Background: an optimization exercise with open tools, aiming at small area and a short achievable clock period. Do not read the settings as production practice.
RTL that was checked went through simulation tests only; none was proved equivalent to the original.
Power figures rest on the tool's default switching activity, not on a simulated workload.

==> flow/design.v <==
`timescale 1 ns / 1 ns
module div_signed(clock, clken, numer, denom, quotient, remain);
   input clock;
   input clken;
   input [31:0] numer;
   input [31:0] denom;
   output [31:0] quotient;
   output [31:0] remain;
   reg [31:0] quotient;
   reg [31:0] remain;
   function [32:0] ks_carry;
      input [31:0] gi;
      input [31:0] pi;
      reg [32:0] g, p;
      integer i, k;
      begin
         g = {gi, 1'b1};
         p = {pi, 1'b1};
         for (k = 1; k < 33; k = k * 2)
           for (i = 32; i >= 0; i = i - 1)
             if ((i / k) % 2 == 1) begin
                g[i] = g[i] | (p[i] & g[(i / k) * k - 1]);
                p[i] = p[i] & p[(i / k) * k - 1];
             end
         ks_carry = g;
      end
   endfunction
   reg [31:0] n0;
   reg [31:0] d0;
   always @(posedge clock)
     if (clken) begin
        n0 <= numer;
        d0 <= denom;
     end
   wire [31:0] an = n0[31] ? (~n0 + 32'd1) : n0;
   wire [31:0] ad = d0[31] ? (~d0 + 32'd1) : d0;
   wire        nmin = n0 == 32'h80000000;
   wire        dz   = d0 == 32'd0;
   wire        d1s  = (d0 == 32'd1) | (d0 == 32'hffffffff);
   wire        g1   = dz | (d1s & nmin);
   reg [31:0]  d1;
   reg [0:0]   r1;
   reg [31:0]  nq1;    
   reg         sn1;    
   reg         sq1;    
   always @(posedge clock)
     if (clken) begin
        d1  <= ad;
        r1  <= nmin & ~d1s;
        nq1 <= {an[30:0], g1};
        sn1 <= n0[31];
        sq1 <= n0[31] ^ d0[31];
     end
   genvar j;
   generate
      for (j = 2; j <= 31; j = j + 1) begin : st
         wire [31:0]  dp;
         wire [j-2:0] rp;
         wire [31:0]  nqp;
         wire         snp, sqp;
         if (j == 2) begin : from1
            assign dp = d1;
            assign rp = r1;
            assign nqp = nq1;
            assign snp = sn1;
            assign sqp = sq1;
         end else begin : fromj
            assign dp = st[j-1].d;
            assign rp = st[j-1].r;
            assign nqp = st[j-1].nq;
            assign snp = st[j-1].sn;
            assign sqp = st[j-1].sq;
         end
         wire [j-1:0] rr = {rp, nqp[31]};
         wire [j:0]   df;
         wire [j:0]   cy;
         assign df[j-1:0] = ~(rr ^ dp[j-1:0] ^ cy[j-1:0]);
         assign df[j] = ~cy[j];
         assign cy = ks_carry(rr & ~dp[j-1:0], rr | ~dp[j-1:0]);
         wire         g  = ~|dp[31:j] & cy[j];
         reg [31:0]  d;
         reg [j-1:0] r;
         reg [31:0]  nq;
         reg         sn, sq;
         wire [j-1:0] rn = ({j{clken & g}} & df[j-1:0]) |
                           ({j{clken & ~g}} & rr) |
                           ({j{~clken}} & r);
         always @(posedge clock)
           r <= rn;
         always @(posedge clock)
           if (clken) begin
              d  <= dp;
              nq <= {nqp[30:0], g};
              sn <= snp;
              sq <= sqp;
           end
      end
   endgenerate
   wire [31:0] dl  = st[31].d;
   wire [31:0] rl  = {st[31].r, st[31].nq[31]};
   wire [30:0] ql  = st[31].nq[30:0];
   wire [32:0] dfl = {1'b0, rl} - {1'b0, dl};
   wire        gl  = ~dfl[32];
   wire [31:0] ndf = dl - rl;           
   wire [31:0] nrl = ~rl + 32'd1;       
   wire [30:0] nql = ~ql + 31'd1;       
   always @(posedge clock)
     if (clken) begin
        remain <= st[31].sn ? (gl ? ndf : nrl) : (gl ? dfl[31:0] : rl);
        quotient <= st[31].sq ? (gl ? {~ql, 1'b1} : {nql, 1'b0}) : {ql, gl};
     end
endmodule
clock: 5.5 ns
lec_check: 0
cap_margin: 20
core_margin: 2
core_utilization: 40
cts_buf_list: sky130_fd_sc_hd__clkbuf_8
cts_cluster_size: 30
place_density: 0.75
setup_slack_margin: 2.6
slew_margin: 20
standard.sh (not shown) runs the stock make flow with config.mk's settings and CLKGATE_MAP_FILE= SYNTH_SCRIPT=/design/flow/synth_recipe.tcl, a recipe that flattens the netlist after the stock synthesis.
==> flow/flow/run.sh <==
#!/bin/bash
# Own layout flow: the standard flow (standard.sh), with one change in
# synthesis: the combinational logic is mapped by ABC with a delay-driven
# script (flow/abc_map.script) instead of ORFS's default speed script, and no
# half/full adder cells are extracted before ABC, so that ABC sees the whole
# adder logic.  Registers are mapped exactly as in the standard synthesis.
set -euo pipefail
here=$(pwd)
flowdir=$(cd "$(dirname "${BASH_SOURCE[0]}")" && pwd)

# a copy of ORFS's scripts with the ABC script replaced
rm -rf "$here/scripts"
cp -r "$FLOW_HOME/scripts" "$here/scripts"
cp "$flowdir/abc_map.script" "$here/scripts/abc_speed.script"

# standard.sh with the changed scripts folder and no adder-cell map
sed -e "s|^make -C \(.*\) DESIGN_CONFIG=|make -C \1 SCRIPTS_DIR=$here/scripts ADDER_MAP_FILE= DESIGN_CONFIG=|" \
    "$here/standard.sh" > "$here/own_standard.sh"
grep -q "SCRIPTS_DIR=$here/scripts" "$here/own_standard.sh"

bash "$here/own_standard.sh" > "$here/make.log" 2>&1
==> flow/flow/abc_map.script <==
strash
dch
map -D 1500
buffer -c
topo
stime -c
upsize -c
dnsize -c
Rerun with:
--- a/flow/design.v
+++ b/flow/design.v
@@ -96,17 +96,21 @@
            end
       end
    endgenerate
    wire [31:0] dl  = st[31].d;
    wire [31:0] rl  = {st[31].r, st[31].nq[31]};
    wire [30:0] ql  = st[31].nq[30:0];
-   wire [32:0] dfl = {1'b0, rl} - {1'b0, dl};
-   wire        gl  = ~dfl[32];
-   wire [31:0] ndf = dl - rl;           
-   wire [31:0] nrl = ~rl + 32'd1;       
-   wire [30:0] nql = ~ql + 31'd1;       
+   wire [32:0] cdf = ks_carry(rl & ~dl, rl | ~dl);    
+   wire [32:0] cnd = ks_carry(dl & ~rl, dl | ~rl);    
+   wire [32:0] cnr = ks_carry(32'd0, ~rl);            
+   wire [32:0] cnq = ks_carry(32'd0, {1'b0, ~ql});    
+   wire [32:0] dfl = {~cdf[32], ~(rl ^ dl) ^ cdf[31:0]};
+   wire        gl  = cdf[32];
+   wire [31:0] ndf = ~(dl ^ rl) ^ cnd[31:0];          
+   wire [31:0] nrl = ~rl ^ cnr[31:0];                 
+   wire [30:0] nql = ~ql ^ cnq[30:0];                 
    always @(posedge clock)
      if (clken) begin
         remain <= st[31].sn ? (gl ? ndf : nrl) : (gl ? dfl[31:0] : rl);
         quotient <= st[31].sq ? (gl ? {~ql, 1'b1} : {nql, 1'b0}) : {ql, gl};
      end
 endmodule
Result: Combinational power drops by 3.2%; synthesized area hardly moves; non-clock buffer count went down by 44; worst setup slack gets better by 0.030 ns; die area hardly moves; final cell count fell by 0.77%; via count is lower by 1.3%; global-route usage decreases by 1.2 points; power is higher by 0.52%; sequential share of layout area went up by 0.19 points; clock skew hardly moves.
Function not checked in the first run of this note: the RTL went through the layout flow alone.

## afterwards: timing with drivers on the ports
The results above use ideal ports. As a check the final layouts listed here were re-extracted and re-timed, cells and wires unchanged.
Step 1 assumes that a clkbuf_16 drives the clock port and a buf_2 every other input.
Step 2, shift: input delay + t, output delay - t, t = (earliest + latest rising clock arrival at the registers) / 2. This alone moves slack from input paths to output paths.
Slacks: no drivers / after step 1 / after step 2; pairs: no drivers / after step 1.
run | shift t [ns] | setup slack, ns | worst slew at a driven data input, ns | cell pins on the clock port's net
the first run | 1.012 | 2.634 / 2.634 / 1.942 | 0.10 | 1
the second run | 1.022 | 2.664 / 2.659 / 1.740 | 0.08 | 1
After both steps setup and hold are still met in every run listed. For the second run, which loses most, drivers alone change the setup slack by -0.005 ns; drivers and shift together by -0.924 ns.
